This is an optimization exercise on Yosys and OpenROAD, whose aim is small area, not a production implementation. Where RTL was checked, it was by simulation tests only, not by an equivalence proof against the original. No driver is modelled on the clock port, so clock power and skew are understated where the tree is cut down; a real chip needs a root buffer or a tree.

## old
Design Lab1Top, start of the top module:
module Lab1Top(clk, sw, ledr, ledg, seg7_out);
  input         clk;
  input  [17:0] sw;
  output [17:0] ledr;
  output [8:0]  ledg;
  output [39:0] seg7_out;
  reg [14:0] s1;
  always @(posedge clk) s1 <= {sw[17:6], sw[2:0]};
  wire [5:0] a = s1[14:9];
  wire [5:0] b = s1[8:3];
  wire show = s1[2];
  wire [1:0] op = s1[1:0];
  wire n1 = b[0] ^ 1'b0;
  wire n2 = (b[1] & ~b[0] & ~1'b0) | (~b[1] & b[0] & 1'b0);
  wire n3 = ((n1 & a[0]) | (n2 & 1'b0)) ^ b[1];
  wire n4 = ((n1 & a[1]) | (n2 & a[0])) ^ b[1];
  wire n5 = ((n1 & a[2]) | (n2 & a[1])) ^ b[1];
  wire n6 = ((n1 & a[3]) | (n2 & a[2])) ^ b[1];
  wire n7 = ((n1 & a[4]) | (n2 & a[3])) ^ b[1];
  wire n8 = ((n1 & a[5]) | (n2 & a[4])) ^ b[1];
  wire n9 = ((n1 & a[5]) | (n2 & a[5])) ^ b[1];
  wire n10 = ~n9;
  wire n11 = b[2] ^ b[1];
  wire n12 = (b[3] & ~b[2] & ~b[1]) | (~b[3] & b[2] & b[1]);
  wire n13 = ((n11 & a[0]) | (n12 & 1'b0)) ^ b[3];
  wire n14 = ((n11 & a[1]) | (n12 & a[0])) ^ b[3];
  wire n15 = ((n11 & a[2]) | (n12 & a[1])) ^ b[3];
  wire n16 = ((n11 & a[3]) | (n12 & a[2])) ^ b[3];
  wire n17 = ((n11 & a[4]) | (n12 & a[3])) ^ b[3];
  wire n18 = ((n11 & a[5]) | (n12 & a[4])) ^ b[3];
  wire n19 = ((n11 & a[5]) | (n12 & a[5])) ^ b[3];
  wire n20 = ~n19;
  wire n21 = b[4] ^ b[3];
  ...
clock: 18.0 ns
lec_check: 0
cap_margin: 20
core_margin: 2
core_utilization: 40
slew_margin: 20
standard.sh (not shown) runs the stock make flow with config.mk's settings and CLKGATE_MAP_FILE= SYNTH_SCRIPT=/design/flow/synth_recipe.tcl, a recipe that flattens the netlist after the stock synthesis.
==> flow/flow/run.sh <==
#!/bin/bash
# The standard ORFS layout (standard.sh) with these changes to how the
# layout is made:
# - synthesis runs the standard synthesis script, but Yosys's abc step uses
#   the area-oriented ABC script flow/area.abc, and half and full adders are left to
#   abc (the ha and fa cells are added to DONT_USE_CELLS);
# - port buffers are buf_1 cells;
# - the clock tree is one level of clock buffers, one per group of nearby
#   registers
#   (flow/pre_cts.tcl, run before the CTS step, which it then skips);
# - constant outputs share the synthesized tie cells.
# make's output goes to make_flow.log here; each step's log is in orfs/logs/.
set -euo pipefail
W=$PWD
sed "s#@ABC@#$W/flow/area.abc#; s#@FLOW_SYNTH@#$W/synth_recipe.tcl#" flow/synth.tcl.in > my_synth.tcl
sed "s#SYNTH_SCRIPT=[^ ]*#SYNTH_SCRIPT=$W/my_synth.tcl#" standard.sh > my_standard.sh
grep -q "SYNTH_SCRIPT=$W/my_synth.tcl" my_standard.sh
PLATFORM_DONT_USE=$(make -s -C "$FLOW_HOME" DESIGN_CONFIG="$W/config.mk" print-DONT_USE_CELLS | sed -n 's/^DONT_USE_CELLS: *//p')
echo "$PLATFORM_DONT_USE" | grep -q probe_p_8
export BUFFER_PORTS_ARGS="-buffer_cell sky130_fd_sc_hd__buf_1"
export PRE_CTS_TCL=$W/flow/pre_cts.tcl
export CLOCK_BUFFER_CELL=${CLOCK_BUFFER_CELL:-sky130_fd_sc_hd__clkbuf_8}
export CLOCK_CLUSTERS=${CLOCK_CLUSTERS:-3}
export SKIP_REPAIR_TIE_FANOUT=1
bash my_standard.sh "DONT_USE_CELLS=$PLATFORM_DONT_USE sky130_fd_sc_hd__ha_1 sky130_fd_sc_hd__ha_2 sky130_fd_sc_hd__ha_4 sky130_fd_sc_hd__fa_1 sky130_fd_sc_hd__fa_2 sky130_fd_sc_hd__fa_4" finish > make_flow.log 2>&1
Other scripts of this flow, unchanged in this note and not shown: flow/flow/area.abc, flow/flow/pre_cts.tcl, flow/flow/synth.tcl.in
> inputs changed (old -> new)
-- flow/design.v --
<<< old, line 5
  output [8:0]  ledg;
  output [39:0] seg7_out;
  reg [14:0] s1;
  always @(posedge clk) s1 <= {sw[17:6], sw[2:0]};
  wire [5:0] a = s1[14:9];
  wire [5:0] b = s1[8:3];
  wire show = s1[2];
  wire [1:0] op = s1[1:0];
  wire n1 = b[0] ^ 1'b0;
  wire n2 = (b[1] & ~b[0] & ~1'b0) | (~b[1] & b[0] & 1'b0);
>>> new, line 5
  output [8:0]  ledg;
  output [39:0] seg7_out;
  reg [14:0] s1, s2;
  always @(posedge clk) begin
    s1 <= {sw[17:6], sw[2:0]};
    s2 <= s1;
  end
  wire [5:0] a = s2[14:9];
  wire [5:0] b = s2[8:3];
  wire show = s2[2];
  wire [1:0] op = s2[1:0];
  wire n1 = b[0] ^ 1'b0;
  wire n2 = (b[1] & ~b[0] & ~1'b0) | (~b[1] & b[0] & 1'b0);
<<< old, line 185
    end
  end
  reg [11:0] ledr_q;
  reg ovf_q, neg_q;
  reg [10:0] m_q;
  always @(posedge clk) begin
    ledr_q <= show ? c : {a, b};
    ovf_q <= ovf;
    neg_q <= neg;
    m_q <= m;
  end
  function [3:0] dd;
    input [3:0] d;
>>> new, line 188
    end
  end
  wire [11:0] ledr_q = show ? c : {a, b};
  wire ovf_q = ovf;
  wire neg_q = neg;
  wire [10:0] m_q = m;
  function [3:0] dd;
    input [3:0] d;
[summary]
Sort old and new by area of all placed cells without fillers asc -> top: old
Delta (new minus old): fraction of final layout cells with drive strength greater than 1 higher, die area lower, number of sequential cells in the layout lower, synthesized instance count roughly the same, worst slew margin relative to its limit higher.
The run with more routed wire is new, not old.
No run of this note takes its clock network from TritonCTS; it comes from the design's own scripts or RTL.

## lane 5
The RTL this note starts from:
==> flow/design.v <==
module Lab1Top(clk, sw, ledr, ledg, seg7_out);
  input         clk;
  input  [17:0] sw;
  output [17:0] ledr;
  output [8:0]  ledg;
  output [39:0] seg7_out;
  reg [14:0] s1;
  always @(posedge clk) s1 <= {sw[17:6], sw[2:0]};
  wire [5:0] a = s1[14:9];
  wire [5:0] b = s1[8:3];
  wire show = s1[2];
  wire [1:0] op = s1[1:0];
  wire [5:0] bx = b ^ {6{op[0]}};
  wire [5:0] s = a + bx + op[0];
  wire bs = b[5] ^ (op[0] & (|b[4:0]));
  wire ovf = ~op[1] & (a[5] == bs) & (s[5] != a[5]);
  wire signed [11:0] p = $signed(a) * $signed(b);
  reg [4:0] q, r;
  reg [5:0] t;
  integer i;
  always @(*) begin
    r = 5'd0;
    q = 5'd0;
    for (i = 4; i >= 0; i = i - 1) begin
      t = {r, a[i]} - {1'b0, b[4:0]};
      q[i] = ~t[5];
      r = t[5] ? {r[3:0], a[i]} : t[4:0];
    end
  end
  wire dv = ~a[5] & ~b[5] & (|b[4:0]);
  wire [11:0] d = dv ? {1'b0, r, 1'b0, q} : 12'd0;
  reg [11:0] c;
  always @(*)
    case (op)
      2'b00, 2'b01: c = {6'd0, s};
      2'b10: c = p;
      default: c = d;
    endcase
  wire neg = op[1] ? (~op[0] & p[11]) : s[5];
  wire [11:0] v = op[1] ? c : {{6{s[5]}}, s};
  wire [10:0] m = neg ? -v[10:0] : v[10:0];
  reg [11:0] ledr_q;
  reg ovf_q, neg_q;
  reg [10:0] m_q;
  always @(posedge clk) begin
    ledr_q <= show ? c : {a, b};
    ovf_q <= ovf;
    neg_q <= neg;
    m_q <= m;
  end
  reg [14:0] bcd;
  integer k;
  always @(*) begin
    bcd = 15'd0;
    for (k = 10; k >= 0; k = k - 1) begin
      if (bcd[3:0] >= 5) bcd[3:0] = bcd[3:0] + 3;
      if (bcd[7:4] >= 5) bcd[7:4] = bcd[7:4] + 3;
      if (bcd[11:8] >= 5) bcd[11:8] = bcd[11:8] + 3;
      bcd = {bcd[13:0], m_q[k]};
    end
  end
  function [6:0] seg;
    input [3:0] x;
    case (x)
      4'd0: seg = 7'h3f; 4'd1: seg = 7'h06; 4'd2: seg = 7'h5b; 4'd3: seg = 7'h4f;
      4'd4: seg = 7'h66; 4'd5: seg = 7'h6d; 4'd6: seg = 7'h7d; 4'd7: seg = 7'h27;
      4'd8: seg = 7'h7f; 4'd9: seg = 7'h6f; default: seg = 7'h00;
    endcase
  endfunction
  assign ledr = {ledr_q, 6'd0};
  assign ledg = {ovf_q, 8'd0};
  assign seg7_out = ~{1'b0, neg_q, 6'd0,
                      1'b0, seg({3'd0, bcd[12]}),
                      1'b0, seg(bcd[11:8]),
                      1'b0, seg(bcd[7:4]),
                      1'b0, seg(bcd[3:0])};
endmodule
==> flow/config.mk <==
export PLATFORM = sky130hd
export DESIGN_NAME = Lab1Top
export DESIGN_NICKNAME = Lab1Top
export VERILOG_FILES = /design/flow/design.v
export SDC_FILE = /design/flow/constraint.sdc
export NUM_CORES = 4
export LEC_CHECK = 0
export CAP_MARGIN = 20
export CORE_MARGIN = 2
export CORE_UTILIZATION = 40
export SLEW_MARGIN = 20
==> flow/constraint.sdc <==
create_clock -name core_clock -period 18.0 [get_ports {clk}]
set_input_delay 3.6000 -clock core_clock [delete_from_list [all_inputs] [get_ports {clk}]]
set_output_delay 3.6000 -clock core_clock [all_outputs]
set_load 0.01 [all_outputs]
run.sh (not shown) runs the stock make flow with config.mk's settings and CLKGATE_MAP_FILE= SYNTH_SCRIPT=/design/flow/synth_recipe.tcl, a recipe that flattens the netlist after the stock synthesis.
Stock flow here: none of the scripts above is used.
Lane 5: no failed stages, no open violations at the end
The following lists how lane 2 was set up differently from lane 5:
-- flow/design.v --
<<< lane 5, line 5
  output [8:0]  ledg;
  output [39:0] seg7_out;
  reg [14:0] s1;
  always @(posedge clk) s1 <= {sw[17:6], sw[2:0]};
  wire [5:0] a = s1[14:9];
  wire [5:0] b = s1[8:3];
  wire show = s1[2];
  wire [1:0] op = s1[1:0];
  wire [5:0] bx = b ^ {6{op[0]}};
  wire [5:0] s = a + bx + op[0];
>>> lane 2, line 5
  output [8:0]  ledg;
  output [39:0] seg7_out;
  reg [14:0] s1, s2;
  always @(posedge clk) begin
    s1 <= {sw[17:6], sw[2:0]};
    s2 <= s1;
  end
  wire [5:0] a = s2[14:9];
  wire [5:0] b = s2[8:3];
  wire show = s2[2];
  wire [1:0] op = s2[1:0];
  wire [5:0] bx = b ^ {6{op[0]}};
  wire [5:0] s = a + bx + op[0];
<<< lane 5, line 40
  wire [11:0] v = op[1] ? c : {{6{s[5]}}, s};
  wire [10:0] m = neg ? -v[10:0] : v[10:0];
  reg [11:0] ledr_q;
  reg ovf_q, neg_q;
  reg [10:0] m_q;
  always @(posedge clk) begin
    ledr_q <= show ? c : {a, b};
    ovf_q <= ovf;
    neg_q <= neg;
    m_q <= m;
  end
  reg [14:0] bcd;
  integer k;
>>> lane 2, line 43
  wire [11:0] v = op[1] ? c : {{6{s[5]}}, s};
  wire [10:0] m = neg ? -v[10:0] : v[10:0];
  reg [14:0] bcd;
  integer k;
<<< lane 5, line 57
      if (bcd[7:4] >= 5) bcd[7:4] = bcd[7:4] + 3;
      if (bcd[11:8] >= 5) bcd[11:8] = bcd[11:8] + 3;
      bcd = {bcd[13:0], m_q[k]};
    end
  end
>>> lane 2, line 51
      if (bcd[7:4] >= 5) bcd[7:4] = bcd[7:4] + 3;
      if (bcd[11:8] >= 5) bcd[11:8] = bcd[11:8] + 3;
      bcd = {bcd[13:0], m[k]};
    end
  end
<<< lane 5, line 68
    endcase
  endfunction
  assign ledr = {ledr_q, 6'd0};
  assign ledg = {ovf_q, 8'd0};
  assign seg7_out = ~{1'b0, neg_q, 6'd0,
                      1'b0, seg({3'd0, bcd[12]}),
                      1'b0, seg(bcd[11:8]),
                      1'b0, seg(bcd[7:4]),
>>> lane 2, line 62
    endcase
  endfunction
  assign ledr = {show ? c : {a, b}, 6'd0};
  assign ledg = {ovf, 8'd0};
  assign seg7_out = ~{1'b0, neg, 6'd0,
                      1'b0, seg(bcd[15-3 +: 4] & 4'b0001),
                      1'b0, seg(bcd[11:8]),
                      1'b0, seg(bcd[7:4]),
Findings:
Lane 2 finished every stage; the final checks, however, were not passed, the failures being negative setup slack. Changes observed in lane 2 relative to lane 5: time the final worst path needs with I/O delays and setup moved up; final count of negative-setup-slack endpoints moved up; transition time at the pin with the least slew margin moved up; number of cells on the worst hold path moved down; count of unique library cells instantiated by Yosys moved up. Delta(number of cells traversed by the worst register-to-register path, lane 2 - lane 5) < 0. Summary: final area, lane 2 worse than lane 5. Compared to lane 5, lane 2 has relative area of clock buffers and inverters in the final design 0.90 points lower. [compare] base=lane 5 new=lane 2: share of cells above drive strength 1 went up 40 points, routability congestion estimate from global placement went up about 8%, post-synthesis adder-cell area fraction went down 5.7 points, final HPWL from detailed placement went up 65%, area of the mapped netlist went up 17%. Compare lane 2 and lane 5 | sequential share of layout area higher: lane 5. Lane 5 vs lane 2, launch point of the worst path: m_q[8] vs s2[6].
Function was not checked in any run of this note: the RTL went through the layout flow alone.

==> separate check: timing with driven ports <==
The results above use ideal ports. As a check the final layouts listed here were re-extracted and re-timed, cells and wires unchanged.
Step 1: set_driving_cell puts a clkbuf_16 on clk and a buf_2 on each other input, an assumption about the parent block.
Step 2 also shifts input and output timing later by t, the mid clock arrival at the registers, as if the neighbouring blocks saw the same clock.
Slacks: ideal / step 1 / step 2; pairs: ideal / step 1.
| run | t (ns) | setup slack, ns | hold WS [ns] | worst register clock-pin slew, ns |
|---|---|---|---|---|
| old | 0.192 | 6.837 / 6.788 / 6.980 | 0.585 / 0.585 / 0.585 | 0.09 / 0.09 |
| new | 0.167 | 1.665 / 1.623 / 1.790 | 0.321 / 0.321 / 0.321 | 0.07 / 0.07 |
| lane 5 | 0.317 | 4.279 / 4.244 / 4.561 | 0.621 / 0.621 / 0.621 | 0.06 / 0.06 |
| lane 2 | 0.287 | -2.406 / -2.429 / -2.142 | 0.322 / 0.322 / 0.322 | 0.04 / 0.04 |
